What follows belongs to an exercise in optimizing a design on an open flow for small area, a short achievable clock period and few clock cycles per item; a production flow would make more cautious choices. Function was checked by simulation only, so behaviour that the tests miss may differ from the original. Power figures rest on the tool's default switching activity, not on a simulated workload.

`flow/flow/run.sh`:
```
#!/bin/bash
# The standard layout, except that the port buffers are sky130_fd_sc_hd__buf_1
# cells rather than ORFS's default delay buffers. Each run's output goes to its own log.
set -euo pipefail
export BUFFER_PORTS_ARGS="-buffer_cell sky130_fd_sc_hd__buf_1"
bash standard.sh synth > synth.log 2>&1
bash standard.sh > layout.log 2>&1
```
`flow/standard.sh`:
```
#!/bin/bash
# synth_recipe.tcl (not shown) runs the flow's synth.tcl, then flattens the netlist and writes it again
# the make line also repeats each setting of config.mk as NAME=value (left out here)
make -C /OpenROAD-flow-scripts/flow DESIGN_CONFIG=/design/flow/config.mk WORK_HOME=/design/flow/orfs CLKGATE_MAP_FILE= SYNTH_SCRIPT=/design/flow/synth_recipe.tcl "${@:-finish}"
```
`flow/config.mk`:
```
export PLATFORM = sky130hd
export DESIGN_NAME = RGB2YUV
export DESIGN_NICKNAME = RGB2YUV
export VERILOG_FILES = /design/flow/design.v
export SDC_FILE = /design/flow/constraint.sdc
export NUM_CORES = 4
export LEC_CHECK = 0
export CAP_MARGIN = 20
export CORE_MARGIN = 2
export CORE_UTILIZATION = 55
export SETUP_SLACK_MARGIN = 5
export SLEW_MARGIN = 20
export SYNTH_HIERARCHICAL = 1
export SYNTH_MINIMUM_KEEP_SIZE = 0
```
`flow/constraint.sdc`:
```
create_clock -name core_clock -period 10.0 [get_ports {clk}]
set_input_delay 2.0000 -clock core_clock [delete_from_list [all_inputs] [get_ports {clk}]]
set_output_delay 2.0000 -clock core_clock [all_outputs]
set_load 0.01 [all_outputs]
```
`flow/design.v`:
```
`timescale 1ns/1ps
module RGB2YUV (start, clk, rst_n, inportR, inportG, inportB, done, outportY, outportU, outportV);
	input start, clk, rst_n;
	input [8:0] inportR, inportG, inportB;
	output done;
	output [8:0] outportY, outportU, outportV;
	wire [8:0] y, u, v;
	wire n_inportR_0 = ~inportR[0];
	wire n_inportR_1 = ~inportR[1];
	wire n_inportR_2 = ~inportR[2];
	wire n_inportR_3 = ~inportR[3];
	wire n_inportR_4 = ~inportR[4];
	wire n_inportR_5 = ~inportR[5];
	wire n_inportR_6 = ~inportR[6];
	wire n_inportR_7 = ~inportR[7];
	wire s1;
	wire c2;
	FA fa_s1 (.a(inportR[2]), .b(inportR[0]), .c(n_inportR_4), .s(s1), .co(c2));
	wire s3;
	wire c4;
	FA fa_s3 (.a(inportR[3]), .b(inportR[1]), .c(n_inportR_5), .s(s3), .co(c4));
	wire g5;
	assign g5 = n_inportR_0 & 1'b1;
	wire g6;
	assign g6 = n_inportR_0 | 1'b1;
	wire g7;
	assign g7 = n_inportR_2 & inportR[0];
	wire g8;
	assign g8 = n_inportR_2 | inportR[0];
	wire g9;
	assign g9 = n_inportR_3 & inportR[1];
	wire g10;
	assign g10 = n_inportR_3 | inportR[1];
	wire g11;
	assign g11 = c2 & s3;
	wire g12;
	assign g12 = c2 | s3;
	wire g13;
	assign g13 = n_inportR_1 & g5;
	wire g14;
	assign g14 = n_inportR_1 & g6;
	wire g15;
	assign g15 = g8 & n_inportR_1;
	wire g16;
	assign g16 = g9 | (g10 & g7);
	wire g17;
	assign g17 = g10 & g8;
	wire g18;
	assign g18 = s1 & g9;
	wire g19;
	assign g19 = s1 & g10;
	wire g20;
	assign g20 = g12 & s1;
	wire g21;
	assign g21 = g7 | (g15 & g5);
	wire g22;
	assign g22 = g16 | (g17 & g13);
	wire g23;
	assign g23 = g17 & g14;
	wire g24;
	assign g24 = g18 | (g19 & g7);
	wire g25;
	assign g25 = g19 & g15;
	wire g26;
	assign g26 = g11 | (g20 & g16);
	wire g27;
	assign g27 = g20 & g17;
	wire g28;
	assign g28 = g24 | (g25 & g5);
	wire g29;
	assign g29 = g26 | (g27 & g13);
	wire n_inportG_0 = ~inportG[0];
	wire n_inportG_1 = ~inportG[1];
	wire n_inportG_2 = ~inportG[2];
	wire n_inportG_3 = ~inportG[3];
	wire n_inportG_4 = ~inportG[4];
	wire n_inportG_5 = ~inportG[5];
	wire n_inportG_6 = ~inportG[6];
	wire n_inportG_7 = ~inportG[7];
	wire s30;
	wire c31;
	FA fa_s30 (.a(1'b1), .b(n_inportG_2), .c(n_inportG_0), .s(s30), .co(c31));
	wire s32;
	wire c33;
	FA fa_s32 (.a(n_inportG_3), .b(n_inportG_1), .c(c31), .s(s32), .co(c33));
	wire s34;
	wire c35;
	FA fa_s34 (.a(inportG[0]), .b(n_inportG_4), .c(n_inportG_2), .s(s34), .co(c35));
	wire s36;
	wire c37;
	FA fa_s36 (.a(inportG[1]), .b(n_inportG_5), .c(n_inportG_3), .s(s36), .co(c37));
	wire s38;
	wire c39;
	FA fa_s38 (.a(inportG[2]), .b(inportG[0]), .c(n_inportG_6), .s(s38), .co(c39));
	wire s40;
	wire c41;
	FA fa_s40 (.a(n_inportG_4), .b(c37), .c(s38), .s(s40), .co(c41));
	wire g42;
	assign g42 = n_inportG_0 & 1'b1;
	wire g43;
	assign g43 = n_inportG_0 | 1'b1;
	wire g44;
	assign g44 = c33 & s34;
	wire g45;
	assign g45 = c33 | s34;
	wire g46;
	assign g46 = c35 & s36;
	wire g47;
	assign g47 = c35 | s36;
	wire g48;
	assign g48 = n_inportG_1 & g42;
	wire g49;
	assign g49 = n_inportG_1 & g43;
	wire g50;
	assign g50 = s30 & n_inportG_1;
	wire g51;
	assign g51 = s32 & s30;
	wire g52;
	assign g52 = g45 & s32;
	wire g53;
	assign g53 = g46 | (g47 & g44);
	wire g54;
	assign g54 = g47 & g45;
	wire g55;
	assign g55 = s40 & g46;
	wire g56;
	assign g56 = s40 & g47;
	wire g57;
	assign g57 = g50 & g42;
	wire g58;
	assign g58 = g51 & g48;
	wire g59;
	assign g59 = g51 & g49;
	wire g60;
	assign g60 = g52 & g50;
	wire g61;
	assign g61 = g54 & g51;
	wire g62;
	assign g62 = g55 | (g56 & g44);
	wire g63;
	assign g63 = g56 & g52;
	wire g64;
	assign g64 = g44 | (g60 & g42);
	wire g65;
	assign g65 = g53 | (g61 & g48);
	wire g66;
	assign g66 = g62 | (g63 & g57);
	wire n_inportB_0 = ~inportB[0];
	wire n_inportB_1 = ~inportB[1];
	wire n_inportB_2 = ~inportB[2];
	wire n_inportB_3 = ~inportB[3];
	wire n_inportB_4 = ~inportB[4];
	wire n_inportB_5 = ~inportB[5];
	wire n_inportB_6 = ~inportB[6];
	wire n_inportB_7 = ~inportB[7];
	wire s67;
	wire c68;
	FA fa_s67 (.a(inportB[2]), .b(1'b1), .c(n_inportB_0), .s(s67), .co(c68));
	wire s69;
	wire c70;
	FA fa_s69 (.a(inportB[3]), .b(n_inportB_1), .c(c68), .s(s69), .co(c70));
	wire s71;
	wire c72;
	assign s71 = inportB[4] ^ n_inportB_2;
	assign c72 = inportB[4] & n_inportB_2;
	wire s73;
	wire c74;
	FA fa_s73 (.a(inportB[5]), .b(inportB[0]), .c(n_inportB_3), .s(s73), .co(c74));
	wire s75;
	wire c76;
	FA fa_s75 (.a(inportB[6]), .b(inportB[1]), .c(n_inportB_4), .s(s75), .co(c76));
	wire s77;
	wire c78;
	FA fa_s77 (.a(inportB[7]), .b(inportB[2]), .c(n_inportB_5), .s(s77), .co(c78));
	wire g79;
	assign g79 = c70 & s71;
	wire g80;
	assign g80 = c70 | s71;
	wire g81;
	assign g81 = c72 & s73;
	wire g82;
	assign g82 = c72 | s73;
	wire g83;
	assign g83 = c74 & s75;
	wire g84;
	assign g84 = c74 | s75;
	wire g85;
	assign g85 = c76 & s77;
	wire g86;
	assign g86 = c76 | s77;
	wire g87;
	assign g87 = inportB[1] & inportB[0];
	wire g88;
	assign g88 = s67 & inportB[1];
	wire g89;
	assign g89 = s69 & s67;
	wire g90;
	assign g90 = g80 & s69;
	wire g91;
	assign g91 = g81 | (g82 & g79);
	wire g92;
	assign g92 = g82 & g80;
	wire g93;
	assign g93 = g83 | (g84 & g81);
	wire g94;
	assign g94 = g84 & g82;
	wire g95;
	assign g95 = g85 | (g86 & g83);
	wire g96;
	assign g96 = g86 & g84;
	wire g97;
	assign g97 = g89 & g87;
	wire g98;
	assign g98 = g90 & g88;
	wire g99;
	assign g99 = g92 & g89;
	wire g100;
	assign g100 = g93 | (g94 & g79);
	wire g101;
	assign g101 = g94 & g90;
	wire g102;
	assign g102 = g95 | (g96 & g91);
	wire g103;
	assign g103 = g96 & g92;
	wire g104;
	assign g104 = g103 & g97;
	wire [8:0] sg_y;
	function [8:0] f_y;
		input [2:0] s;
		case (s)
			3'd0: f_y = 9'd494;
			3'd1: f_y = 9'd418;
			3'd2: f_y = 9'd344;
			3'd3: f_y = 9'd268;
			3'd4: f_y = 9'd465;
			3'd5: f_y = 9'd389;
			3'd6: f_y = 9'd315;
			3'd7: f_y = 9'd239;
			default: f_y = 9'd0;
		endcase
	endfunction
	assign sg_y = f_y({inportB[8], inportG[8], inportR[8]});
	wire s105;
	wire c106;
	FA fa_s105 (.a(inportR[4]), .b(inportR[2]), .c(inportG[3]), .s(s105), .co(c106));
	wire s107;
	wire c108;
	FA fa_s107 (.a(inportG[1]), .b(inportB[3]), .c(n_inportR_6), .s(s107), .co(c108));
	wire s109;
	wire c110;
	FA fa_s109 (.a(n_inportG_7), .b(n_inportG_5), .c(n_inportB_6), .s(s109), .co(c110));
	wire s111;
	wire c112;
	FA fa_s111 (.a(c4), .b(c39), .c(c78), .s(s111), .co(c112));
	wire s113;
	wire c114;
	FA fa_s113 (.a(sg_y[0]), .b(s105), .c(s107), .s(s113), .co(c114));
	wire s115;
	wire c116;
	FA fa_s115 (.a(s109), .b(s111), .c(c41), .s(s115), .co(c116));
	wire s117;
	wire c118;
	FA fa_s117 (.a(s113), .b(g29), .c(g102), .s(s117), .co(c118));
	wire s119;
	wire c120;
	FA fa_s119 (.a(inportR[5]), .b(inportR[3]), .c(inportG[4]), .s(s119), .co(c120));
	wire s121;
	wire c122;
	FA fa_s121 (.a(inportG[2]), .b(inportB[4]), .c(n_inportR_7), .s(s121), .co(c122));
	wire s123;
	wire c124;
	FA fa_s123 (.a(n_inportG_6), .b(n_inportB_7), .c(c106), .s(s123), .co(c124));
	wire s125;
	wire c126;
	FA fa_s125 (.a(c108), .b(c110), .c(sg_y[1]), .s(s125), .co(c126));
	wire s127;
	wire c128;
	FA fa_s127 (.a(s119), .b(s121), .c(c112), .s(s127), .co(c128));
	wire s129;
	wire c130;
	FA fa_s129 (.a(s123), .b(c114), .c(s125), .s(s129), .co(c130));
	wire s131;
	wire c132;
	FA fa_s131 (.a(c116), .b(s127), .c(s129), .s(s131), .co(c132));
	wire s133;
	wire c134;
	FA fa_s133 (.a(inportR[6]), .b(inportR[4]), .c(inportG[5]), .s(s133), .co(c134));
	wire s135;
	wire c136;
	FA fa_s135 (.a(inportG[3]), .b(inportB[5]), .c(n_inportG_7), .s(s135), .co(c136));
	wire s137;
	wire c138;
	FA fa_s137 (.a(c120), .b(c122), .c(sg_y[2]), .s(s137), .co(c138));
	wire s139;
	wire c140;
	FA fa_s139 (.a(s133), .b(s135), .c(c124), .s(s139), .co(c140));
	wire s141;
	wire c142;
	FA fa_s141 (.a(c126), .b(s137), .c(c128), .s(s141), .co(c142));
	wire s143;
	wire c144;
	FA fa_s143 (.a(s139), .b(c130), .c(s141), .s(s143), .co(c144));
	wire s145;
	wire c146;
	FA fa_s145 (.a(inportR[7]), .b(inportR[5]), .c(inportG[6]), .s(s145), .co(c146));
	wire s147;
	wire c148;
	FA fa_s147 (.a(inportG[4]), .b(inportB[6]), .c(c134), .s(s147), .co(c148));
	wire s149;
	wire c150;
	FA fa_s149 (.a(c136), .b(sg_y[3]), .c(s145), .s(s149), .co(c150));
	wire s151;
	wire c152;
	FA fa_s151 (.a(c138), .b(s147), .c(s149), .s(s151), .co(c152));
	wire s153;
	wire c154;
	FA fa_s153 (.a(c140), .b(s151), .c(c142), .s(s153), .co(c154));
	wire s155;
	wire c156;
	FA fa_s155 (.a(inportR[6]), .b(inportG[7]), .c(inportG[5]), .s(s155), .co(c156));
	wire s157;
	wire c158;
	FA fa_s157 (.a(inportB[7]), .b(c146), .c(sg_y[4]), .s(s157), .co(c158));
	wire s159;
	wire c160;
	FA fa_s159 (.a(s155), .b(c148), .c(c150), .s(s159), .co(c160));
	wire s161;
	wire c162;
	FA fa_s161 (.a(s157), .b(c152), .c(s159), .s(s161), .co(c162));
	wire s163;
	wire c164;
	FA fa_s163 (.a(inportR[7]), .b(inportG[6]), .c(c156), .s(s163), .co(c164));
	wire s165;
	wire c166;
	FA fa_s165 (.a(sg_y[5]), .b(c158), .c(s163), .s(s165), .co(c166));
	wire s167;
	wire c168;
	FA fa_s167 (.a(c160), .b(s165), .c(c162), .s(s167), .co(c168));
	wire s169;
	wire c170;
	FA fa_s169 (.a(inportG[7]), .b(sg_y[6]), .c(c164), .s(s169), .co(c170));
	wire s171;
	wire c172;
	assign s171 = c166 ^ s169;
	assign c172 = c166 & s169;
	wire s173;
	wire c174;
	FA fa_s173 (.a(sg_y[7]), .b(c170), .c(c172), .s(s173), .co(c174));
	reg [15:0] st_y;
	wire [15:0] nx_y = {g66, (sg_y[8] ^ c174), s173, s171, c168, s167, s161, c154, s153, c144, s143, c132, s131, c118, s117, s115};
	wire g175;
	assign g175 = st_y[0] & st_y[1];
	wire g176;
	assign g176 = st_y[0] | st_y[1];
	wire g177;
	assign g177 = st_y[2] & st_y[3];
	wire g178;
	assign g178 = st_y[2] | st_y[3];
	wire g179;
	assign g179 = st_y[4] & st_y[5];
	wire g180;
	assign g180 = st_y[4] | st_y[5];
	wire g181;
	assign g181 = st_y[6] & st_y[7];
	wire g182;
	assign g182 = st_y[6] | st_y[7];
	wire g183;
	assign g183 = st_y[8] & st_y[9];
	wire g184;
	assign g184 = st_y[8] | st_y[9];
	wire g185;
	assign g185 = st_y[11] & st_y[12];
	wire g186;
	assign g186 = st_y[11] | st_y[12];
	wire g187;
	assign g187 = g175 | (g176 & st_y[15]);
	wire g188;
	assign g188 = g177 | (g178 & g175);
	wire g189;
	assign g189 = g178 & g176;
	wire g190;
	assign g190 = g179 | (g180 & g177);
	wire g191;
	assign g191 = g180 & g178;
	wire g192;
	assign g192 = g181 | (g182 & g179);
	wire g193;
	assign g193 = g182 & g180;
	wire g194;
	assign g194 = g183 | (g184 & g181);
	wire g195;
	assign g195 = g184 & g182;
	wire g196;
	assign g196 = st_y[10] & g183;
	wire g197;
	assign g197 = st_y[10] & g184;
	wire g198;
	assign g198 = g186 & st_y[10];
	wire g199;
	assign g199 = st_y[13] & g185;
	wire g200;
	assign g200 = st_y[13] & g186;
	wire g201;
	assign g201 = g188 | (g189 & st_y[15]);
	wire g202;
	assign g202 = g190 | (g191 & g187);
	wire g203;
	assign g203 = g192 | (g193 & g188);
	wire g204;
	assign g204 = g193 & g189;
	wire g205;
	assign g205 = g194 | (g195 & g190);
	wire g206;
	assign g206 = g195 & g191;
	wire g207;
	assign g207 = g196 | (g197 & g192);
	wire g208;
	assign g208 = g197 & g193;
	wire g209;
	assign g209 = g185 | (g198 & g194);
	wire g210;
	assign g210 = g198 & g195;
	wire g211;
	assign g211 = g199 | (g200 & g196);
	wire g212;
	assign g212 = g200 & g197;
	wire g213;
	assign g213 = g203 | (g204 & st_y[15]);
	wire g214;
	assign g214 = g205 | (g206 & g187);
	wire g215;
	assign g215 = g207 | (g208 & g201);
	wire g216;
	assign g216 = g209 | (g210 & g202);
	wire g217;
	assign g217 = g211 | (g212 & g203);
	wire g218;
	assign g218 = g212 & g204;
	wire g219;
	assign g219 = g217 | (g218 & st_y[15]);
	assign y = {(st_y[14] ^ g219), (st_y[13] ^ g216), (st_y[11] ^ st_y[12] ^ g215), (st_y[10] ^ g214), (st_y[8] ^ st_y[9] ^ g213), (st_y[6] ^ st_y[7] ^ g202), (st_y[4] ^ st_y[5] ^ g201), (st_y[2] ^ st_y[3] ^ g187), (st_y[0] ^ st_y[1] ^ st_y[15])};
	wire s220;
	wire c221;
	FA fa_s220 (.a(inportR[4]), .b(inportR[2]), .c(inportR[0]), .s(s220), .co(c221));
	wire s222;
	wire c223;
	FA fa_s222 (.a(inportR[5]), .b(inportR[3]), .c(inportR[1]), .s(s222), .co(c223));
	wire s224;
	wire c225;
	FA fa_s224 (.a(inportR[6]), .b(inportR[4]), .c(inportR[2]), .s(s224), .co(c225));
	wire s226;
	wire c227;
	FA fa_s226 (.a(1'b1), .b(n_inportR_0), .c(c223), .s(s226), .co(c227));
	wire s228;
	wire c229;
	FA fa_s228 (.a(inportR[7]), .b(inportR[5]), .c(inportR[3]), .s(s228), .co(c229));
	wire s230;
	wire c231;
	FA fa_s230 (.a(n_inportR_1), .b(c225), .c(s228), .s(s230), .co(c231));
	wire g232;
	assign g232 = inportR[2] & inportR[0];
	wire g233;
	assign g233 = inportR[2] | inportR[0];
	wire g234;
	assign g234 = inportR[3] & inportR[1];
	wire g235;
	assign g235 = inportR[3] | inportR[1];
	wire g236;
	assign g236 = c221 & s222;
	wire g237;
	assign g237 = c221 | s222;
	wire g238;
	assign g238 = s224 & s226;
	wire g239;
	assign g239 = s224 | s226;
	wire g240;
	assign g240 = c227 & s230;
	wire g241;
	assign g241 = c227 | s230;
	wire g242;
	assign g242 = inportR[1] & inportR[0];
	wire g243;
	assign g243 = g233 & inportR[1];
	wire g244;
	assign g244 = g234 | (g235 & g232);
	wire g245;
	assign g245 = g235 & g233;
	wire g246;
	assign g246 = s220 & g234;
	wire g247;
	assign g247 = s220 & g235;
	wire g248;
	assign g248 = g237 & s220;
	wire g249;
	assign g249 = g238 | (g239 & g236);
	wire g250;
	assign g250 = g239 & g237;
	wire g251;
	assign g251 = g240 | (g241 & g238);
	wire g252;
	assign g252 = g241 & g239;
	wire g253;
	assign g253 = g245 & g242;
	wire g254;
	assign g254 = g246 | (g247 & g232);
	wire g255;
	assign g255 = g247 & g243;
	wire g256;
	assign g256 = g236 | (g248 & g244);
	wire g257;
	assign g257 = g248 & g245;
	wire g258;
	assign g258 = g249 | (g250 & g246);
	wire g259;
	assign g259 = g250 & g247;
	wire g260;
	assign g260 = g251 | (g252 & g236);
	wire g261;
	assign g261 = g252 & g248;
	wire g262;
	assign g262 = g258 | (g259 & g232);
	wire g263;
	assign g263 = g260 | (g261 & g244);
	wire g264;
	assign g264 = g261 & g253;
	wire s265;
	wire c266;
	FA fa_s265 (.a(1'b1), .b(n_inportG_2), .c(n_inportG_0), .s(s265), .co(c266));
	wire s267;
	wire c268;
	FA fa_s267 (.a(n_inportG_3), .b(n_inportG_1), .c(c266), .s(s267), .co(c268));
	wire s269;
	wire c270;
	FA fa_s269 (.a(1'b1), .b(n_inportG_4), .c(n_inportG_2), .s(s269), .co(c270));
	wire s271;
	wire c272;
	FA fa_s271 (.a(n_inportG_0), .b(s269), .c(c268), .s(s271), .co(c272));
	wire s273;
	wire c274;
	FA fa_s273 (.a(n_inportG_5), .b(n_inportG_3), .c(n_inportG_1), .s(s273), .co(c274));
	wire s275;
	wire c276;
	FA fa_s275 (.a(c270), .b(s273), .c(c272), .s(s275), .co(c276));
	wire g277;
	assign g277 = n_inportG_0 & 1'b1;
	wire g278;
	assign g278 = n_inportG_0 | 1'b1;
	wire g279;
	assign g279 = n_inportG_1 & g277;
	wire g280;
	assign g280 = n_inportG_1 & g278;
	wire g281;
	assign g281 = s265 & n_inportG_1;
	wire g282;
	assign g282 = s267 & s265;
	wire g283;
	assign g283 = s271 & s267;
	wire g284;
	assign g284 = s275 & s271;
	wire g285;
	assign g285 = g281 & g277;
	wire g286;
	assign g286 = g282 & g279;
	wire g287;
	assign g287 = g282 & g280;
	wire g288;
	assign g288 = g283 & g281;
	wire g289;
	assign g289 = g284 & g282;
	wire g290;
	assign g290 = g288 & g277;
	wire g291;
	assign g291 = g289 & g279;
	wire [8:0] sg_u;
	function [8:0] f_u;
		input [2:0] s;
		case (s)
			3'd0: f_u = 9'd492;
			3'd1: f_u = 9'd364;
			3'd2: f_u = 9'd23;
			3'd3: f_u = 9'd407;
			3'd4: f_u = 9'd64;
			3'd5: f_u = 9'd448;
			3'd6: f_u = 9'd107;
			3'd7: f_u = 9'd491;
			default: f_u = 9'd0;
		endcase
	endfunction
	assign sg_u = f_u({inportG[8], inportR[8], inportB[8]});
	wire s292;
	wire c293;
	FA fa_s292 (.a(inportB[1]), .b(inportR[6]), .c(inportR[4]), .s(s292), .co(c293));
	wire s294;
	wire c295;
	FA fa_s294 (.a(n_inportR_2), .b(n_inportG_6), .c(n_inportG_4), .s(s294), .co(c295));
	wire s296;
	wire c297;
	FA fa_s296 (.a(n_inportG_2), .b(c229), .c(c274), .s(s296), .co(c297));
	wire s298;
	wire c299;
	FA fa_s298 (.a(sg_u[0]), .b(s292), .c(s294), .s(s298), .co(c299));
	wire s300;
	wire c301;
	FA fa_s300 (.a(c231), .b(s296), .c(s298), .s(s300), .co(c301));
	wire s302;
	wire c303;
	FA fa_s302 (.a(s300), .b(c276), .c(g263), .s(s302), .co(c303));
	wire s304;
	wire c305;
	FA fa_s304 (.a(inportB[2]), .b(inportR[7]), .c(inportR[5]), .s(s304), .co(c305));
	wire s306;
	wire c307;
	FA fa_s306 (.a(n_inportR_3), .b(n_inportG_7), .c(n_inportG_5), .s(s306), .co(c307));
	wire s308;
	wire c309;
	FA fa_s308 (.a(n_inportG_3), .b(c293), .c(c295), .s(s308), .co(c309));
	wire s310;
	wire c311;
	FA fa_s310 (.a(sg_u[1]), .b(s304), .c(s306), .s(s310), .co(c311));
	wire s312;
	wire c313;
	FA fa_s312 (.a(c297), .b(s308), .c(c299), .s(s312), .co(c313));
	wire s314;
	wire c315;
	FA fa_s314 (.a(s310), .b(c301), .c(s312), .s(s314), .co(c315));
	wire s316;
	wire c317;
	FA fa_s316 (.a(inportB[3]), .b(inportR[6]), .c(n_inportR_4), .s(s316), .co(c317));
	wire s318;
	wire c319;
	FA fa_s318 (.a(n_inportG_6), .b(n_inportG_4), .c(c305), .s(s318), .co(c319));
	wire s320;
	wire c321;
	FA fa_s320 (.a(c307), .b(sg_u[2]), .c(s316), .s(s320), .co(c321));
	wire s322;
	wire c323;
	FA fa_s322 (.a(c309), .b(s318), .c(c311), .s(s322), .co(c323));
	wire s324;
	wire c325;
	FA fa_s324 (.a(s320), .b(c313), .c(s322), .s(s324), .co(c325));
	wire s326;
	wire c327;
	FA fa_s326 (.a(inportB[4]), .b(inportR[7]), .c(n_inportR_5), .s(s326), .co(c327));
	wire s328;
	wire c329;
	FA fa_s328 (.a(n_inportG_7), .b(n_inportG_5), .c(c317), .s(s328), .co(c329));
	wire s330;
	wire c331;
	FA fa_s330 (.a(sg_u[3]), .b(s326), .c(c319), .s(s330), .co(c331));
	wire s332;
	wire c333;
	FA fa_s332 (.a(s328), .b(c321), .c(s330), .s(s332), .co(c333));
	wire s334;
	wire c335;
	FA fa_s334 (.a(c323), .b(s332), .c(c325), .s(s334), .co(c335));
	wire s336;
	wire c337;
	FA fa_s336 (.a(inportB[5]), .b(n_inportR_6), .c(n_inportG_6), .s(s336), .co(c337));
	wire s338;
	wire c339;
	FA fa_s338 (.a(c327), .b(sg_u[4]), .c(s336), .s(s338), .co(c339));
	wire s340;
	wire c341;
	FA fa_s340 (.a(c329), .b(s338), .c(c331), .s(s340), .co(c341));
	wire s342;
	wire c343;
	assign s342 = c333 ^ s340;
	assign c343 = c333 & s340;
	wire s344;
	wire c345;
	FA fa_s344 (.a(inportB[6]), .b(n_inportR_7), .c(n_inportG_7), .s(s344), .co(c345));
	wire s346;
	wire c347;
	FA fa_s346 (.a(c337), .b(sg_u[5]), .c(s344), .s(s346), .co(c347));
	wire s348;
	wire c349;
	FA fa_s348 (.a(c339), .b(s346), .c(c341), .s(s348), .co(c349));
	wire s350;
	wire c351;
	FA fa_s350 (.a(inportB[7]), .b(c345), .c(sg_u[6]), .s(s350), .co(c351));
	wire s352;
	wire c353;
	assign s352 = c347 ^ s350;
	assign c353 = c347 & s350;
	wire s354;
	wire c355;
	FA fa_s354 (.a(sg_u[7]), .b(c351), .c(c353), .s(s354), .co(c355));
	reg [14:0] st_u;
	wire [14:0] nx_u = {g291, (sg_u[8] ^ c355), s354, s352, c349, s348, c343, s342, c335, s334, s324, c315, s314, c303, s302};
	wire g356;
	assign g356 = st_u[1] & st_u[2];
	wire g357;
	assign g357 = st_u[1] | st_u[2];
	wire g358;
	assign g358 = st_u[3] & st_u[4];
	wire g359;
	assign g359 = st_u[3] | st_u[4];
	wire g360;
	assign g360 = st_u[6] & st_u[7];
	wire g361;
	assign g361 = st_u[6] | st_u[7];
	wire g362;
	assign g362 = st_u[8] & st_u[9];
	wire g363;
	assign g363 = st_u[8] | st_u[9];
	wire g364;
	assign g364 = st_u[10] & st_u[11];
	wire g365;
	assign g365 = st_u[10] | st_u[11];
	wire g366;
	assign g366 = st_u[0] & st_u[14];
	wire g367;
	assign g367 = g357 & st_u[0];
	wire g368;
	assign g368 = g358 | (g359 & g356);
	wire g369;
	assign g369 = g359 & g357;
	wire g370;
	assign g370 = st_u[5] & g358;
	wire g371;
	assign g371 = st_u[5] & g359;
	wire g372;
	assign g372 = g361 & st_u[5];
	wire g373;
	assign g373 = g362 | (g363 & g360);
	wire g374;
	assign g374 = g363 & g361;
	wire g375;
	assign g375 = g364 | (g365 & g362);
	wire g376;
	assign g376 = g365 & g363;
	wire g377;
	assign g377 = st_u[12] & g364;
	wire g378;
	assign g378 = st_u[12] & g365;
	wire g379;
	assign g379 = g356 | (g367 & st_u[14]);
	wire g380;
	assign g380 = g368 | (g369 & g366);
	wire g381;
	assign g381 = g370 | (g371 & g356);
	wire g382;
	assign g382 = g371 & g367;
	wire g383;
	assign g383 = g360 | (g372 & g368);
	wire g384;
	assign g384 = g372 & g369;
	wire g385;
	assign g385 = g373 | (g374 & g370);
	wire g386;
	assign g386 = g374 & g371;
	wire g387;
	assign g387 = g375 | (g376 & g360);
	wire g388;
	assign g388 = g376 & g372;
	wire g389;
	assign g389 = g377 | (g378 & g373);
	wire g390;
	assign g390 = g378 & g374;
	wire g391;
	assign g391 = g381 | (g382 & st_u[14]);
	wire g392;
	assign g392 = g383 | (g384 & g366);
	wire g393;
	assign g393 = g385 | (g386 & g379);
	wire g394;
	assign g394 = g387 | (g388 & g380);
	wire g395;
	assign g395 = g389 | (g390 & g381);
	wire g396;
	assign g396 = g390 & g382;
	wire g397;
	assign g397 = g395 | (g396 & st_u[14]);
	assign u = {(st_u[13] ^ g397), (st_u[12] ^ g394), (st_u[10] ^ st_u[11] ^ g393), (st_u[8] ^ st_u[9] ^ g392), (st_u[6] ^ st_u[7] ^ g391), (st_u[5] ^ g380), (st_u[3] ^ st_u[4] ^ g379), (st_u[1] ^ st_u[2] ^ g366), (st_u[0] ^ st_u[14])};
	wire s398;
	wire c399;
	FA fa_s398 (.a(inportG[4]), .b(inportG[2]), .c(inportG[0]), .s(s398), .co(c399));
	wire s400;
	wire c401;
	FA fa_s400 (.a(inportG[5]), .b(inportG[3]), .c(inportG[1]), .s(s400), .co(c401));
	wire s402;
	wire c403;
	FA fa_s402 (.a(inportG[6]), .b(inportG[4]), .c(inportG[2]), .s(s402), .co(c403));
	wire s404;
	wire c405;
	FA fa_s404 (.a(inportG[7]), .b(inportG[5]), .c(inportG[3]), .s(s404), .co(c405));
	wire s406;
	wire c407;
	FA fa_s406 (.a(1'b1), .b(n_inportG_0), .c(c403), .s(s406), .co(c407));
	wire g408;
	assign g408 = inportG[2] & inportG[0];
	wire g409;
	assign g409 = inportG[2] | inportG[0];
	wire g410;
	assign g410 = inportG[3] & inportG[1];
	wire g411;
	assign g411 = inportG[3] | inportG[1];
	wire g412;
	assign g412 = c399 & s400;
	wire g413;
	assign g413 = c399 | s400;
	wire g414;
	assign g414 = c401 & s402;
	wire g415;
	assign g415 = c401 | s402;
	wire g416;
	assign g416 = s404 & s406;
	wire g417;
	assign g417 = s404 | s406;
	wire g418;
	assign g418 = inportG[1] & inportG[0];
	wire g419;
	assign g419 = g409 & inportG[1];
	wire g420;
	assign g420 = g410 | (g411 & g408);
	wire g421;
	assign g421 = g411 & g409;
	wire g422;
	assign g422 = s398 & g410;
	wire g423;
	assign g423 = s398 & g411;
	wire g424;
	assign g424 = g413 & s398;
	wire g425;
	assign g425 = g414 | (g415 & g412);
	wire g426;
	assign g426 = g415 & g413;
	wire g427;
	assign g427 = g416 | (g417 & g414);
	wire g428;
	assign g428 = g417 & g415;
	wire g429;
	assign g429 = g421 & g418;
	wire g430;
	assign g430 = g422 | (g423 & g408);
	wire g431;
	assign g431 = g423 & g419;
	wire g432;
	assign g432 = g412 | (g424 & g420);
	wire g433;
	assign g433 = g424 & g421;
	wire g434;
	assign g434 = g425 | (g426 & g422);
	wire g435;
	assign g435 = g426 & g423;
	wire g436;
	assign g436 = g427 | (g428 & g412);
	wire g437;
	assign g437 = g428 & g424;
	wire g438;
	assign g438 = g434 | (g435 & g408);
	wire g439;
	assign g439 = g436 | (g437 & g420);
	wire g440;
	assign g440 = g437 & g429;
	wire s441;
	wire c442;
	FA fa_s441 (.a(1'b1), .b(n_inportB_2), .c(n_inportB_0), .s(s441), .co(c442));
	wire s443;
	wire c444;
	FA fa_s443 (.a(n_inportB_3), .b(n_inportB_1), .c(c442), .s(s443), .co(c444));
	wire s445;
	wire c446;
	assign s445 = n_inportB_4 ^ n_inportB_2;
	assign c446 = n_inportB_4 & n_inportB_2;
	wire s447;
	wire c448;
	FA fa_s447 (.a(n_inportB_5), .b(n_inportB_3), .c(c446), .s(s447), .co(c448));
	wire g449;
	assign g449 = n_inportB_0 & 1'b1;
	wire g450;
	assign g450 = n_inportB_0 | 1'b1;
	wire g451;
	assign g451 = c444 & s445;
	wire g452;
	assign g452 = c444 | s445;
	wire g453;
	assign g453 = n_inportB_1 & g449;
	wire g454;
	assign g454 = n_inportB_1 & g450;
	wire g455;
	assign g455 = s441 & n_inportB_1;
	wire g456;
	assign g456 = s443 & s441;
	wire g457;
	assign g457 = g452 & s443;
	wire g458;
	assign g458 = s447 & g451;
	wire g459;
	assign g459 = s447 & g452;
	wire g460;
	assign g460 = g455 & g449;
	wire g461;
	assign g461 = g456 & g453;
	wire g462;
	assign g462 = g456 & g454;
	wire g463;
	assign g463 = g457 & g455;
	wire g464;
	assign g464 = g459 & g456;
	wire g465;
	assign g465 = g451 | (g463 & g449);
	wire g466;
	assign g466 = g458 | (g464 & g453);
	wire [8:0] sg_v;
	function [8:0] f_v;
		input [2:0] s;
		case (s)
			3'd0: f_v = 9'd492;
			3'd1: f_v = 9'd364;
			3'd2: f_v = 9'd87;
			3'd3: f_v = 9'd471;
			3'd4: f_v = 9'd0;
			3'd5: f_v = 9'd384;
			3'd6: f_v = 9'd107;
			3'd7: f_v = 9'd491;
			default: f_v = 9'd0;
		endcase
	endfunction
	assign sg_v = f_v({inportB[8], inportG[8], inportR[8]});
	wire s467;
	wire c468;
	FA fa_s467 (.a(inportR[1]), .b(inportG[6]), .c(inportG[4]), .s(s467), .co(c468));
	wire s469;
	wire c470;
	FA fa_s469 (.a(n_inportG_1), .b(n_inportB_6), .c(n_inportB_4), .s(s469), .co(c470));
	wire s471;
	wire c472;
	FA fa_s471 (.a(c405), .b(sg_v[0]), .c(s467), .s(s471), .co(c472));
	wire s473;
	wire c474;
	FA fa_s473 (.a(s469), .b(c448), .c(c407), .s(s473), .co(c474));
	wire s475;
	wire c476;
	FA fa_s475 (.a(s471), .b(s473), .c(g466), .s(s475), .co(c476));
	wire s477;
	wire c478;
	FA fa_s477 (.a(inportR[2]), .b(inportG[7]), .c(inportG[5]), .s(s477), .co(c478));
	wire s479;
	wire c480;
	FA fa_s479 (.a(n_inportG_2), .b(n_inportB_7), .c(n_inportB_5), .s(s479), .co(c480));
	wire s481;
	wire c482;
	FA fa_s481 (.a(c468), .b(c470), .c(sg_v[1]), .s(s481), .co(c482));
	wire s483;
	wire c484;
	FA fa_s483 (.a(s477), .b(s479), .c(c472), .s(s483), .co(c484));
	wire s485;
	wire c486;
	FA fa_s485 (.a(s481), .b(c474), .c(s483), .s(s485), .co(c486));
	wire s487;
	wire c488;
	FA fa_s487 (.a(inportR[3]), .b(inportG[6]), .c(n_inportG_3), .s(s487), .co(c488));
	wire s489;
	wire c490;
	FA fa_s489 (.a(n_inportB_6), .b(c478), .c(c480), .s(s489), .co(c490));
	wire s491;
	wire c492;
	FA fa_s491 (.a(sg_v[2]), .b(s487), .c(c482), .s(s491), .co(c492));
	wire s493;
	wire c494;
	FA fa_s493 (.a(s489), .b(c484), .c(s491), .s(s493), .co(c494));
	wire s495;
	wire c496;
	FA fa_s495 (.a(inportR[4]), .b(inportG[7]), .c(n_inportG_4), .s(s495), .co(c496));
	wire s497;
	wire c498;
	FA fa_s497 (.a(n_inportB_7), .b(c488), .c(sg_v[3]), .s(s497), .co(c498));
	wire s499;
	wire c500;
	FA fa_s499 (.a(s495), .b(c490), .c(s497), .s(s499), .co(c500));
	wire s501;
	wire c502;
	FA fa_s501 (.a(c492), .b(s499), .c(c494), .s(s501), .co(c502));
	wire s503;
	wire c504;
	FA fa_s503 (.a(inportR[5]), .b(n_inportG_5), .c(c496), .s(s503), .co(c504));
	wire s505;
	wire c506;
	FA fa_s505 (.a(sg_v[4]), .b(c498), .c(s503), .s(s505), .co(c506));
	wire s507;
	wire c508;
	assign s507 = c500 ^ s505;
	assign c508 = c500 & s505;
	wire s509;
	wire c510;
	FA fa_s509 (.a(inportR[6]), .b(n_inportG_6), .c(sg_v[5]), .s(s509), .co(c510));
	wire s511;
	wire c512;
	FA fa_s511 (.a(c504), .b(s509), .c(c506), .s(s511), .co(c512));
	wire s513;
	wire c514;
	FA fa_s513 (.a(inportR[7]), .b(n_inportG_7), .c(sg_v[6]), .s(s513), .co(c514));
	wire s515;
	wire c516;
	assign s515 = c510 ^ s513;
	assign c516 = c510 & s513;
	wire s517;
	wire c518;
	FA fa_s517 (.a(sg_v[7]), .b(c514), .c(c516), .s(s517), .co(c518));
	reg [14:0] st_v;
	wire [14:0] nx_v = {g439, (sg_v[8] ^ c518), s517, s515, c512, s511, c508, s507, c502, s501, s493, c486, s485, c476, s475};
	wire g519;
	assign g519 = st_v[1] & st_v[2];
	wire g520;
	assign g520 = st_v[1] | st_v[2];
	wire g521;
	assign g521 = st_v[3] & st_v[4];
	wire g522;
	assign g522 = st_v[3] | st_v[4];
	wire g523;
	assign g523 = st_v[6] & st_v[7];
	wire g524;
	assign g524 = st_v[6] | st_v[7];
	wire g525;
	assign g525 = st_v[8] & st_v[9];
	wire g526;
	assign g526 = st_v[8] | st_v[9];
	wire g527;
	assign g527 = st_v[10] & st_v[11];
	wire g528;
	assign g528 = st_v[10] | st_v[11];
	wire g529;
	assign g529 = st_v[0] & st_v[14];
	wire g530;
	assign g530 = g520 & st_v[0];
	wire g531;
	assign g531 = g521 | (g522 & g519);
	wire g532;
	assign g532 = g522 & g520;
	wire g533;
	assign g533 = st_v[5] & g521;
	wire g534;
	assign g534 = st_v[5] & g522;
	wire g535;
	assign g535 = g524 & st_v[5];
	wire g536;
	assign g536 = g525 | (g526 & g523);
	wire g537;
	assign g537 = g526 & g524;
	wire g538;
	assign g538 = g527 | (g528 & g525);
	wire g539;
	assign g539 = g528 & g526;
	wire g540;
	assign g540 = st_v[12] & g527;
	wire g541;
	assign g541 = st_v[12] & g528;
	wire g542;
	assign g542 = g519 | (g530 & st_v[14]);
	wire g543;
	assign g543 = g531 | (g532 & g529);
	wire g544;
	assign g544 = g533 | (g534 & g519);
	wire g545;
	assign g545 = g534 & g530;
	wire g546;
	assign g546 = g523 | (g535 & g531);
	wire g547;
	assign g547 = g535 & g532;
	wire g548;
	assign g548 = g536 | (g537 & g533);
	wire g549;
	assign g549 = g537 & g534;
	wire g550;
	assign g550 = g538 | (g539 & g523);
	wire g551;
	assign g551 = g539 & g535;
	wire g552;
	assign g552 = g540 | (g541 & g536);
	wire g553;
	assign g553 = g541 & g537;
	wire g554;
	assign g554 = g544 | (g545 & st_v[14]);
	wire g555;
	assign g555 = g546 | (g547 & g529);
	wire g556;
	assign g556 = g548 | (g549 & g542);
	wire g557;
	assign g557 = g550 | (g551 & g543);
	wire g558;
	assign g558 = g552 | (g553 & g544);
	wire g559;
	assign g559 = g553 & g545;
	wire g560;
	assign g560 = g558 | (g559 & st_v[14]);
	assign v = {(st_v[13] ^ g560), (st_v[12] ^ g557), (st_v[10] ^ st_v[11] ^ g556), (st_v[8] ^ st_v[9] ^ g555), (st_v[6] ^ st_v[7] ^ g554), (st_v[5] ^ g543), (st_v[3] ^ st_v[4] ^ g542), (st_v[1] ^ st_v[2] ^ g529), (st_v[0] ^ st_v[14])};
	assign done = start;
	always @(posedge clk or negedge rst_n) begin
		if (!rst_n) begin
			st_y <= 16'd0;
			st_u <= 15'd0;
			st_v <= 15'd0;
		end else if (start) begin
			st_y <= nx_y;
			st_u <= nx_u;
			st_v <= nx_v;
		end
	end
	assign outportY = y;
	assign outportU = u;
	assign outportV = v;
endmodule
module FA (a, b, c, s, co);
	input a, b, c;
	output s, co;
	assign s = a ^ b ^ c;
	assign co = (a & b) | (a & c) | (b & c);
endmodule
```
==> results of run 1 <==
==> cell families (layout without fill, tap and decap cells) <==
family          count (synthesis)  count (layout)  share of synthesized area (%)
compound gates                 82              82                           8.31
xor+xnor                       27              27                           4.01
fa+ha+maj                     180             180                           53.4
buf+inv                        88             149                           5.66
flops                          46              46                           19.5
mux                            12              12                           2.23
other cells                     1               7                         0.0635
simple gates                   90              90                           6.87
==> per-module statistics from Yosys (local to each module, per instance) <==
module | cells | flops+latches | area [µm²]
FA | 1 | 0 | 20.0
RGB2YUV | 405 | 46 | 3480
==> report_power, final <==
group	internal, W	leakage [nW]	switching [W]
registers	0.000260	0.560	0.0000541
clock network	0.0000801	0.0573	0.0000677
logic	0.000393	2.26	0.000502
==> Yosys cell counts, drive strengths merged, types with 3 or more instances <==
library cell / number
nand2: 46
nand2b: 4
xor2: 12
o221ai: 3
nor2b: 6
dfrtp: 46
xnor2: 15
ha: 49
clkbuf: 8
a21oi: 14
o41ai: 3
mux2: 9
o311ai: 4
maj3: 9
o21ai: 43
nor3: 6
inv: 78
o21bai: 3
fa: 122
nor2: 18
mux2i: 3
==> flip-flops by register name, indices dropped and copies added, names as in the netlist <==
name  count
st_u     15
st_v     15
st_y     16
==> worst max path at each step <==
stage / to / cells after the start / slack [ps]
finish: st_u[5] / 8 / 5060
global placement: st_u[5] / 8 / 4650
global route: st_u[5] / 8 / 4910
detailed placement: st_u[5] / 8 / 4570
floorplan: st_u[5] / 7 / 5290
CTS: st_u[5] / 8 / 4980
==> per-layer routing <==
layer / vias to the layer above / GRT usage (%) / share of wire [%]
li1: 1803 / - / -
met1: 2017 / 35.6 / 46
met2: 72 / 39.6 / 48
met3: 15 / 3.33 / 3.7
met4: 0 / 5.77 / 1.7
met5: - / 0 / 0
==> metrics by stage <==
| step | cells | area, µm² |
|---|---|---|
| 2_1_floorplan | 532 | 5920 |
| 3_3_place_gp | 717 | 6280 |
| 3_5_place_dp | 717 | 6280 |
| 4_1_cts | 726 | 6420 |
| 5_1_grt | 729 | 6450 |
| 6_report | 729 | 6450 |
==> timing repair <==
action                     CTS  global route
setup buffers                2             3
hold buffers                 0             0
setup endpoints to repair    3             7
pin swaps                    0             0
gates resized for setup      5             6
==> area by class of cell <==
type / count / area, µm²
clock buffer: 6 / 82.6
timing repair buffer: 64 / 280
fill: 899 / 3920
inverter: 78 / 300
clock inverter: 1 / 30.0
multi-input combinational: 398 / 4440
tap: 136 / 170
sequential: 46 / 1150
==> placed cells by master, fill, tap and decap left out, types with 7 or more instances in the layout <==
cell      instances
fa_1            122
buf_1            46
ha_1             49
xnor2_1          15
buf_4             7
nor2_1           18
inv_1            76
dfrtp_1          46
mux2_2            9
conb_1            7
a21oi_1          14
o21ai_0          43
nand2_1          46
xor2_1           12
clkbuf_2          7
==> run notes, run 1 <==
status - complete, no violations
RSZ-0062 raised after global routing - true
via count - 3907
number of max-cap violations - 0
Yosys cell types - 43
R2R Setup Slk - 9120 ps
routed wire length - 12600 µm
layout cell share with drive strength beyond 1 - 7.25%
Clock Skew - 0 ps
reg2reg path depth - 1
WL/cell - 17.3 µm
max-slew violations - 0
Via density - 5.36
DIE WIDTH - 108 µm
Slowest cell on crit path - fa_1
final worst path period share - 49.4%
n_diodes - 0
total gr overflow - 0
Synth Register Bits - 46
DP HPWL - 10700 µm
1st-iter DRT viols - 197
die outline height - 108 µm
htree depth - 2
Max Clk Rate - 202 MHz
Crit Path Class - in -> reg
ys async rst share - 100%
Final Wtd Congestion - 0.935
hold violation count in the final report - 0
post-synthesis sequential area ratio - 19.5%
DR DRC count - 0
CP delay by family, top - adder cells
Peak VDD IR - 0.174 mV
Port Buf Inserts - 57
Post-synth EDFFs - 0
total power - 0.00136 W
Pwr per Cell Area - 210 nW/µm²
CP endpoint kind - register
Synth Area per Inst - 11.2 µm²
Hold EP - st_y[14]
Ports - 58
post-synth top area share - 41.4%
first-pass GRT wire length - 21600 µm
initial core utilization - 56.9%
CTS sink count - 46
Final Util - 62.2%
post-route minimum period - 4940 ps
Reg clk slew, reported paths - 90 ps
hold path depth - 1
hold path start - st_y[14]
Setup crit start - inportR[3]
CTS tree - yes
fin worst setup slack - 5060 ps
area grow syn2layout - 9.35%
CP peak stage delay - 540 ps
setup_tns - 0 ps
CTS Buffer Depth - 2
pin count of the biggest net entering global routing - 81
CP bufs+invs - 2
Most common cell on crit path - fa_1
ys flop type - dfrtp_1
Startpoint Class - input pin
Worst EP arrival - 5140 ps
actual slew at the worst max-slew pin - 730 ps
vias in the first global route - 4284
Num CTS Buffers - 5
cell row count - 37
final setup vio count - 0
Gate Count Post-Synth - 526
clock latency on the worst-skew pair - 300 ps
Worst Path Required - 10200 ps
GRT Total Usage - 24.5%
Mapped Area - 5900 µm²
worst hold margin - 538 ps
antenna violations before repair - 0
cell taking the most area after synthesis - fa_1
leakage - 2.88 nW
Hold Crit Class - reg -> reg
Max-slew headroom - 51.3%
worst path cell trace - buf_1 -> inv_1 -> fa_1 -> fa_1 -> fa_1 -> fa_1 -> fa_1 -> mux2_2
die area - 11600 µm²
Setup WS pre-CTS - 4570 ps
area of the core - 10400 µm²
Final Net Count - 794
FF-to-FF Start - st_v[14]
Pre-antenna DRT Iters - 4
reg2reg end - st_v[14]
Clock Tree Root - clkbuf_8
crit path max fanout - 8
Yosys warning total - 7
most area-consuming cells after synthesis - fa_1 41%, dfrtp_1 20%, ha_1 10%, inv_1 5.0%, o21ai_0 3.6%
Detail Route Antenna Nets - 0
Testbench counts, summed over its fixed seeds: cycles 3,208, items 3,200.
==> inputs of run 2 (changes only) <==
==> flow/run.sh (new file) <==
#!/bin/bash
# synth_recipe.tcl (not shown) runs the flow's synth.tcl, then flattens the netlist and writes it again
# the make line also repeats each setting of config.mk as NAME=value (left out here)
make -C /OpenROAD-flow-scripts/flow DESIGN_CONFIG=/design/flow/config.mk WORK_HOME=/design/flow/orfs CLKGATE_MAP_FILE= SYNTH_SCRIPT=/design/flow/synth_recipe.tcl finish
removed: flow/flow/run.sh
removed: flow/standard.sh
==> run 2 against run 1 <==
Against the previous run:
- sequential cell count stayed put
- fmax is 1.2% higher
- critical endpoint unchanged
- clock-buffer cell count stayed put
- global-route usage is 0.70 points higher
- critical path type unchanged
- highest routed layer unchanged
==> run notes, run 2 <==
via count - 3928
top-count cell post-synth - fa_1
htree depth - 2
total power - 0.00149 W
Yosys warning total - 7
status - complete, no violations
die area - 11600 µm²
Peak VDD IR - 0.189 mV
Max-slew headroom - 51.7%
Worst EP arrival - 5080 ps
commonest non-fill, non-tap cells in the layout - 122 x fa_1, 72 x inv_1, 49 x ha_1
Synth Register Bits - 46
Yosys cell types - 43
Worst Path Required - 10200 ps
max reg flops - 16
max-slew violations - 0
Final Wtd Congestion - 0.898
Setup WS pre-CTS - 4280 ps
Reg clk slew, reported paths - 100 ps
Crit Path Class - in -> reg
WL/cell - 17.6 µm
post-route minimum period - 4880 ps
Synth Area per Inst - 11.2 µm²
GRT Total Usage - 25.2%
Num CTS Buffers - 5
CTS Buffer Depth - 2
number of max-cap violations - 0
antenna violations before repair - 0
layout cell share with drive strength beyond 1 - 9.18%
biggest regs - st_y (16), st_u (15), st_v (15)
commonest cells in the netlist - 122 x fa_1, 78 x inv_1, 49 x ha_1
commonest non-fill, non-tap cell in the layout - fa_1
initial core utilization - 56.9%
die outline height - 108 µm
Fill cells - 864
area grow syn2layout - 14.8%
Final Net Count - 799
ys async rst share - 100%
crit path max fanout - 6
final setup vio count - 0
Clock Skew - 0 ps
Max Clk Rate - 205 MHz
hold violation count in the final report - 0
worst hold margin - 553 ps
setup_tns - 0 ps
routed wire length - 12900 µm
cell row count - 37
leakage - 3.05 nW
Final Cell Area - 6770 µm²
CP endpoint kind - register
area of the core - 10400 µm²
most area-consuming cells after synthesis - fa_1 41%, dfrtp_1 20%, ha_1 10%, inv_1 5.0%, o21ai_0 3.6%
Clock Tree Root - clkbuf_8
Placed Area - 6620 µm²
Pwr per Cell Area - 220 nW/µm²
hold buffer count at CTS - 0
ys flop type - dfrtp_1
CTS sink count - 46
RSZ-0062 raised after global routing - true
CTS tree - yes
post-synthesis sequential area ratio - 19.5%
Port Buf Inserts - 57
n_diodes - 0
pin count of the biggest net entering global routing - 81
Detail Route Antenna Nets - 0
DIE WIDTH - 108 µm
clock latency on the worst-skew pair - 310 ps
Gate Count Post-Synth - 526
Mapped Area - 5900 µm²
1st-iter DRT viols - 187
actual slew at the worst max-slew pin - 724 ps
Largest Register - st_y
Ports - 58
DP HPWL - 10800 µm
Post-synth EDFFs - 0
fin worst setup slack - 5120 ps
first-pass GRT wire length - 22000 µm
cell taking the most area after synthesis - fa_1
post-synth top area share - 41.4%
Hold Crit Class - reg -> reg
Pre-antenna DRT Iters - 4
Startpoint Class - input pin
DR DRC count - 0
total gr overflow - 0
Via density - 5.34
vias in the first global route - 4264
final worst path period share - 48.8%
-- run 2: changes by cell type in the layout (fill, tap and decap cells not counted), moves of 3 or more --
cell	before	now
buf_1	46	0
buf_2	4	1
buf_4	7	13
clkdlybuf4s50_1	0	31
clkinvlp_4	2	5
dlygate4sd2_1	0	8
dlymetal6s2s_1	0	4
inv_1	76	72
-- run 2: stage by stage --
| stage | cells | util, % |
|---|---|---|
| final | 735 | 65.3 |
| after detailed placement | 716 | 63.9 |
| after floorplan | 532 | - |
| after global placement | 716 | 63.9 |
| after CTS | 730 | 65.1 |
| after global routing | 735 | 65.3 |
-- run 2: what timing repair did --
item                                    CTS  global route
endpoints found under the setup margin   19             7
resized for setup                        31            24
setup buffers                             6             5
cloned                                    0             0
-- run 2: layout make-up --
| type | count | area [µm²] | share of cell area, % |
|---|---|---|---|
| clock buffers | 6 | 72.6 | 1.07 |
| repair buffers | 69 | 611 | 9.02 |
| flip-flops and latches | 46 | 1150 | 17.0 |
| clock inverters | 2 | 13.8 | 0.203 |
| well taps | 136 | 170 | 2.51 |
| multi-input cells | 398 | 4440 | 65.6 |
| inverters | 78 | 314 | 4.64 |
-- run 2: logic make-up (layout without fill, tap and decap cells) --
kind of cell             after synthesis  after routing  share of synthesized area, %
multiplexers                          12             12                          2.23
flip-flops                            46             46                          19.5
buffers and inverters                 88            155                          5.66
AND/OR/NAND/NOR                       90             90                          6.87
adder cells (fa/ha/maj)              180            180                          53.4
XOR/XNOR                              27             27                          4.01
AO/OA/AOI/OAI                         82             82                          8.31
other                                  1              7                        0.0635
-- run 2: final timing paths --
| path | start | end | slack (ps) | cells past startpoint |
|---|---|---|---|---|
| worst min register to register | st_y[14] | st_y[14] | 550 | 1 |
| worst min-delay path | st_y[14] | st_y[14] | 550 | 1 |
| worst max register to register | st_v[14] | st_v[14] | 9140 | 1 |
| worst max-delay path | inportG[7] | st_u[5] | 5120 | 8 |
| max in group asynchronous | rst_n | st_v[13] | 7870 | 1 |
| min in group asynchronous | rst_n | st_v[3] | 1700 | 1 |
-- run 2: Yosys stat by module, one instance, submodules excluded --
module / area, µm² / cells inside / times used / flip-flops and latches
FA: 20.0 / 1 / 121 / 0
RGB2YUV: 3480 / 405 / 1 / 46
-- run 2: where the power goes --
group          internal [W]  switching (W)
clock             0.0000496      0.0000717
combinational      0.000551       0.000503
sequential         0.000260      0.0000546
-- run 2: worst max-delay path: stages --
cell and delay [ps]:
clkdlybuf4s15_2 300, inv_1 340, fa_1 500, fa_1 390, fa_1 470, fa_1 390, fa_1 430, mux2_2 260
-- run 2: layer usage --
layer	wire length [µm]	GRT usage [%]	part of all wire, %	vias to the layer above
met3	389	2.78	3.0	14
li1	-	-	-	1821
met5	0	0	0	-
met2	6480	41.8	50	64
met4	238	5.86	1.8	0
met1	5840	36.1	45	2029
==> inputs of run 3 (changes only) <==
==> flow/flow/run.sh (new file) <==
#!/bin/bash
# The standard layout, except that the port buffers are sky130_fd_sc_hd__buf_2
# cells rather than ORFS's default delay buffers, and timing repair aims for
# 5.5 ns of setup slack. Each run's output goes to its own log.
set -euo pipefail
export BUFFER_PORTS_ARGS="-buffer_cell sky130_fd_sc_hd__buf_2"
export SETUP_SLACK_MARGIN=5.5
bash standard.sh synth > synth.log 2>&1
bash standard.sh > layout.log 2>&1
==> flow/standard.sh (new file) <==
#!/bin/bash
# synth_recipe.tcl (not shown) runs the flow's synth.tcl, then flattens the netlist and writes it again
# the make line also repeats each setting of config.mk as NAME=value (left out here)
make -C /OpenROAD-flow-scripts/flow DESIGN_CONFIG=/design/flow/config.mk WORK_HOME=/design/flow/orfs CLKGATE_MAP_FILE= SYNTH_SCRIPT=/design/flow/synth_recipe.tcl "${@:-finish}"
--- a/flow/config.mk
+++ b/flow/config.mk
@@ -8,7 +8,6 @@
 export CAP_MARGIN = 20
 export CORE_MARGIN = 2
 export CORE_UTILIZATION = 55
-export SETUP_SLACK_MARGIN = 5
 export SLEW_MARGIN = 20
 export SYNTH_HIERARCHICAL = 1
 export SYNTH_MINIMUM_KEEP_SIZE = 0
removed: flow/run.sh
==> run 3 against run 2 <==
Against the previous run:
- via count rose by 2.2%
- die area unchanged
- sequential share of layout area decreased by 0.27 points
- largest cell class unchanged
==> run notes, run 3 <==
Slowest cell on crit path - clkbuf_4
area of the core - 10400 µm²
layout cell share with drive strength beyond 1 - 22.4%
Final Wtd Congestion - 0.914
CP delay by family, top - buffers and inverters
max-slew violations - 0
Detail Route Antenna Nets - 0
ys flop type - dfrtp_1
CP bufs+invs - 3
Num CTS Buffers - 5
final worst path period share - 44.9%
biggest regs - st_y (16), st_u (15), st_v (15)
Synth Area per Inst - 11.2 µm²
total gr overflow - 0
DIE WIDTH - 108 µm
Post-synth EDFFs - 0
via count - 4014
Gate Count Post-Synth - 526
commonest non-fill, non-tap cells in the layout - 105 x fa_1, 65 x inv_1, 49 x ha_1
Max Clk Rate - 223 MHz
Clock Tree Root - clkbuf_8
RSZ-0062 raised after global routing - true
DP HPWL - 11000 µm
Ports - 58
number of max-cap violations - 0
leakage - 3.09 nW
hold buffer count at CTS - 0
commonest non-fill, non-tap cell in the layout - fa_1
die outline height - 108 µm
htree depth - 2
max reg flops - 16
Synth Register Bits - 46
total power - 0.00141 W
final setup vio count - 0
antenna violations before repair - 0
routed wire length - 13700 µm
clock latency on the worst-skew pair - 300 ps
CP peak stage delay - 190 ps
cell row count - 37
Max-slew headroom - 60.6%
Pwr per Cell Area - 204 nW/µm²
worst path cell trace - clkbuf_4 -> buf_12 -> buf_2
worst hold margin - 524 ps
status - complete, no violations
Hold Crit Class - reg -> reg
top-count cell post-synth - fa_1
Yosys cell types - 43
Yosys warning total - 7
pin count of the biggest net entering global routing - 82
WL/cell - 18.3 µm
CP endpoint kind - output port
DR DRC count - 0
setup_tns - 0 ps
initial core utilization - 56.9%
Mapped Area - 5900 µm²
Clock Skew - 0 ps
Crit Path Class - in -> out
actual slew at the worst max-slew pin - 592 ps
GRT Total Usage - 25.0%
post-synthesis sequential area ratio - 19.5%
CTS sink count - 46
post-route minimum period - 4490 ps
Worst Path Required - 8000 ps
ys async rst share - 100%
CTS tree - yes
first-pass GRT wire length - 21500 µm
Pre-antenna DRT Iters - 4
Largest Register - st_y
Final Net Count - 812
area grow syn2layout - 16.6%
CTS Buffer Depth - 2
Reg clk slew, reported paths - 80 ps
vias in the first global route - 4167
cell taking the most area after synthesis - fa_1
n_diodes - 0
Fill cells - 830
Startpoint Class - input pin
1st-iter DRT viols - 327
commonest cells in the netlist - 122 x fa_1, 78 x inv_1, 49 x ha_1
post-synth top area share - 41.4%
Peak VDD IR - 0.172 mV
Worst EP arrival - 2490 ps
most area-consuming cells after synthesis - fa_1 41%, dfrtp_1 20%, ha_1 10%, inv_1 5.0%, o21ai_0 3.6%
Port Buf Inserts - 57
crit path max fanout - 11
Via density - 5.37
hold violation count in the final report - 0
die area - 11600 µm²
-- run 3: cell counts after synthesis --
No cell type changed its count.
-- run 3: area by class of cell --
| cell class | instances | area, µm² | share of cell area, % |
|---|---|---|---|
| multi-input cells | 398 | 4490 | 65.2 |
| flip-flops and latches | 46 | 1150 | 16.7 |
| repair buffers | 82 | 636 | 9.24 |
| inverters | 78 | 330 | 4.80 |
| well taps | 136 | 170 | 2.47 |
| clock buffers | 7 | 76.3 | 1.11 |
| clock inverters | 1 | 30.0 | 0.436 |
-- run 3: what timing repair did --
action                                  in CTS  in global routing
resized for setup                           26                 23
buffers inserted                            13                  8
pin swaps                                    3                  2
endpoints found under the setup margin      14                 12
cloned                                       0                  3
-- run 3: cell families after synthesis --
| group | synth area share, % |
|---|---|
| xor gates and xnor gates | 4.01 |
| DFF | 19.5 |
| buffers and inverters | 5.66 |
| muxes | 2.23 |
| AOI/OAI and AO/OA | 8.31 |
| other | 0.0635 |
| and+or+nand+nor | 6.87 |
| adders and majority gates | 53.4 |
-- run 3: per-module statistics from Yosys (local to each module, per instance) --
module   cells  flip-flops and latches  area (µm²)
RGB2YUV    405                      46        3480
FA           1                       0        20.0
-- run 3: metrics by stage --
step | cell area (µm²) | setup slack (ps) | instances | util [%]
floorplan | 5970 | 5390 | 532 | -
global placement | 6390 | 4960 | 716 | 61.6
detailed placement | 6390 | 4900 | 716 | 61.6
CTS | 6680 | 5410 | 737 | 64.4
global route | 6880 | 5490 | 748 | 66.3
finish | 6880 | 5510 | 748 | 66.3
-- run 3: final timing paths --
kind                          start        to  slack (ps)  cells past startpoint
setup / recovery              start      done        5510                      3
hold / removal             st_u[14]  st_u[14]         520                      2
setup reg to reg           st_v[14]  st_v[14]        9150                      1
hold reg to reg            st_u[14]  st_u[14]         520                      2
max in group asynchronous     rst_n  st_u[11]        7900                      1
min in group asynchronous     rst_n   st_v[3]        1680                      1
-- run 3: report_power, final --
| group | internal [W] | total [W] | leakage (nW) | switching (W) |
|---|---|---|---|---|
| registers | 0.000260 | 0.000313 | 0.560 | 0.0000537 |
| clock network | 0.0000748 | 0.000138 | 0.0524 | 0.0000628 |
| logic | 0.000446 | 0.000954 | 2.48 | 0.000508 |
| total | 0.000780 | 0.00141 | 3.09 | 0.000625 |
-- run 3: routing by layer --
| metal | track usage, % | up-vias | routed length, µm |
|---|---|---|---|
| met5 | 0 | - | 0 |
| met4 | 4.12 | 0 | 146 |
| met3 | 2.78 | 12 | 777 |
| met2 | 40.6 | 106 | 6670 |
| met1 | 37.3 | 2051 | 6060 |
| li1 | - | 1845 | - |
==> inputs of run 4 (changes only) <==
==> flow/flow/run.sh (replaced) <==
#!/bin/bash
# The standard layout (standard.sh), except that the port buffers are
# sky130_fd_sc_hd__buf_1 cells rather than ORFS's default delay buffers, and timing
# repair aims for 5.8 ns of setup slack. Each run's output goes to its own log.
set -euo pipefail
export BUFFER_PORTS_ARGS="-buffer_cell sky130_fd_sc_hd__buf_1"
export SETUP_SLACK_MARGIN=5.8
bash standard.sh synth > synth.log 2>&1
bash standard.sh > layout.log 2>&1
==> run 4 against run 3 <==
Against the previous run:
- core utilization up 3.8 points
- clock skew did not move
- power grew 1.7%
- die area unchanged
- sequential share of layout area decreased by 0.91 points
- routed wire length grew 2.9%
==> run notes, run 4 <==
worst hold margin - 540 ps
Pwr per Cell Area - 196 nW/µm²
post-route minimum period - 4410 ps
Final Cell Area - 7280 µm²
cell row count - 37
Via density - 5.45
Final Net Count - 830
clock latency on the worst-skew pair - 310 ps
Synth Area in XOR/XNOR - 4.01%
antenna violations before repair - 0
WL/cell - 18.4 µm
total gr overflow - 0
max reg flops - 16
post-synth top area share - 41.4%
first-pass GRT wire length - 22700 µm
die outline height - 108 µm
Startpoint Class - input pin
Worst Path Required - 10190 ps
Synth Register Bits - 46
worst path cell trace - buf_12 -> clkinvlp_4 -> fa_1 -> fa_2 -> fa_1 -> fa_2 -> fa_2 -> mux2_2
top-count cell post-synth - fa_1
total power - 0.00143 W
status - complete, no violations
1st-iter DRT viols - 259
Num CTS Buffers - 5
CTS Buffer Depth - 2
number of max-cap violations - 0
Hold Crit Class - reg -> reg
cell taking the most area after synthesis - fa_1
Max Clk Rate - 227 MHz
area of the core - 10400 µm²
most area-consuming cells after synthesis - fa_1 41%, dfrtp_1 20%, ha_1 10%, inv_1 5.0%, o21ai_0 3.6%
commonest non-fill, non-tap cell in the layout - fa_1
Final Wtd Congestion - 0.923
DP HPWL - 11200 µm
final worst path period share - 44.1%
final setup vio count - 0
Mapped Area - 5900 µm²
commonest cells in the netlist - 122 x fa_1, 78 x inv_1, 49 x ha_1
CP delay by family, top - adder cells
area grow syn2layout - 23.3%
vias in the first global route - 4460
Largest Register - st_y
total area of sequential cells - 1150 µm²
actual slew at the worst max-slew pin - 701 ps
Most common cell on crit path - fa_2
Synth Area per Inst - 11.2 µm²
ys flop type - dfrtp_1
via count - 4166
Placed Area - 6400 µm²
post-synthesis simple-gate area fraction - 6.87%
Worst EP arrival - 4600 ps
Slowest cell on crit path - fa_1
Clock Skew - 0 ps
Gate Count Post-Synth - 526
biggest regs - st_y (16), st_u (15), st_v (15)
setup_tns - 0 ps
DIE WIDTH - 108 µm
die area - 11600 µm²
Max-slew headroom - 53.3%
routed wire length - 14100 µm
largest family of logic cells by synthesized area - adder cells
Fill cells - 779
Reg clk slew, reported paths - 80 ps
CP peak stage delay - 520 ps
multiplexer share of the synthesized area - 2.23%
RSZ-0062 raised after global routing - true
commonest non-fill, non-tap cells in the layout - 68 x fa_1, 60 x inv_1, 54 x fa_2
Crit Path Class - in -> reg
CP endpoint kind - register
pin count of the biggest net entering global routing - 81
DP Cell Count - 718
htree depth - 2
Post-synth EDFFs - 0
Detail Route Antenna Nets - 0
max-slew violations - 0
area of the multi-input gates - 4720 µm²
CP bufs+invs - 2
Port Buf Inserts - 57
n_diodes - 0
CTS tree - yes
Layout Cells excl Fill - 765
CTS sink count - 46
crit path max fanout - 4
Compound-Gate Fraction of Synth Area - 8.31%
Post-Synth Adder-Cell Area - 53.4%
Pre-antenna DRT Iters - 5
Ports - 58
Clock Tree Root - clkbuf_8
Yosys cell types - 43
hold violation count in the final report - 0
Peak VDD IR - 0.171 mV
ys async rst share - 100%
initial core utilization - 56.9%
leakage - 3.11 nW
Yosys warning total - 7
GRT Total Usage - 26.3%
layout cell share with drive strength beyond 1 - 30.4%
post-synthesis sequential area ratio - 19.5%
DR DRC count - 0
[run 4: per-stage QoR]
stage          utilization [%]  setup WS (ps)
3_5_place_dp              61.7           4480
2_1_floorplan                -           5410
3_3_place_gp              61.7           4560
4_1_cts                   68.4           5550
5_1_grt                   70.2           5530
6_report                  70.2           5590
[run 4: kinds of logic (layout without fill, tap and decap cells)]
family / count (synthesis) / count (layout)
AO/OA/AOI/OAI: 82 / 82
XOR/XNOR: 27 / 27
adder cells (fa/ha/maj): 180 / 180
buffers and inverters: 88 / 185
flip-flops: 46 / 46
multiplexers: 12 / 12
other: 1 / 7
AND/OR/NAND/NOR: 90 / 90
[run 4: Yosys stat by module, one instance, submodules excluded]
| module | cells inside | cell area, µm² | flops+latches |
|---|---|---|---|
| RGB2YUV | 405 | 3480 | 46 |
| FA | 1 | 20.0 | 0 |
[run 4: final timing paths]
path | slack, ps | cells after the start | end | from
setup / recovery | 5590 | 8 | st_u[5] | inportG[7]
hold reg to reg | 540 | 1 | st_u[13] | st_u[13]
hold / removal | 540 | 1 | st_u[13] | st_u[13]
setup reg to reg | 9150 | 1 | st_v[14] | st_v[14]
min in group asynchronous | 1790 | 2 | st_u[3] | rst_n
max in group asynchronous | 7810 | 2 | st_y[15] | rst_n
[run 4: layout make-up]
| cell class | instances | share of cell area, % |
|---|---|---|
| clock buffer | 6 | 1.13 |
| sequential | 46 | 15.8 |
| timing repair buffer | 100 | 10.7 |
| clock inverter | 1 | 0.413 |
| tap | 136 | 2.34 |
| multi-input combinational | 398 | 64.9 |
| inverter | 78 | 4.61 |
[run 4: timing repair]
item / in CTS / in global routing
cloned: 0 / 0
pin swaps: 20 / 20
gates resized for setup: 123 / 34
hold buffers: 0 / 0
buffers inserted: 32 / 8
setup endpoints to repair: 45 / 36
[run 4: layer usage]
| layer | GRT usage [%] | part of all wire (%) |
|---|---|---|
| met1 | 38.0 | 46 |
| met2 | 41.2 | 47 |
| met3 | 4.66 | 5.0 |
| met4 | 7.42 | 2.2 |
| met5 | 0 | 0 |
[run 4: report_power, final]
group,switching (W),internal (W),leakage (nW)
Sequential,0.0000534,0.000260,0.560
Clock,0.0000643,0.0000800,0.0573
Combinational,0.000530,0.000443,2.50
Total,0.000647,0.000782,3.11

[afterwards: timing with drivers on the ports]
Ports are ideal in the flow. The routed layouts listed here were re-timed in OpenROAD.
Step 1, drivers: a clkbuf_16 drives clk and a buf_2 each remaining input, both assumed.
Step 2 times the ports against the registers' clock, not the clock port: input delays grow and output delays shrink by t, the midpoint of the rising clock arrivals with the driver on.
Three values: ideal, step 1, step 2; two values: the first two.
run | shift t [ns] | setup slack, ns | worst hold slack (ns) | worst setup path at the end | latest minus earliest clock arrival (ns)
run 1 | 0.335 | 5.061 / 5.071 / 4.736 | 0.538 / 0.538 / 0.538 | input to register | 0.006 / 0.006
run 2 | 0.342 | 5.119 / 5.136 / 4.794 | 0.553 / 0.553 / 0.553 | input to register | 0.007 / 0.008
run 3 | 0.336 | 5.510 / 5.488 / 5.209 | 0.524 / 0.524 / 0.524 | input to register | 0.010 / 0.009
run 4 | 0.338 | 5.595 / 5.567 / 5.229 | 0.540 / 0.540 / 0.540 | input to register | 0.007 / 0.007
After both steps every run listed still meets setup and hold. The setup slack of run 4, which loses most, moves by -0.028 ns with the drivers and by -0.366 ns with both steps.
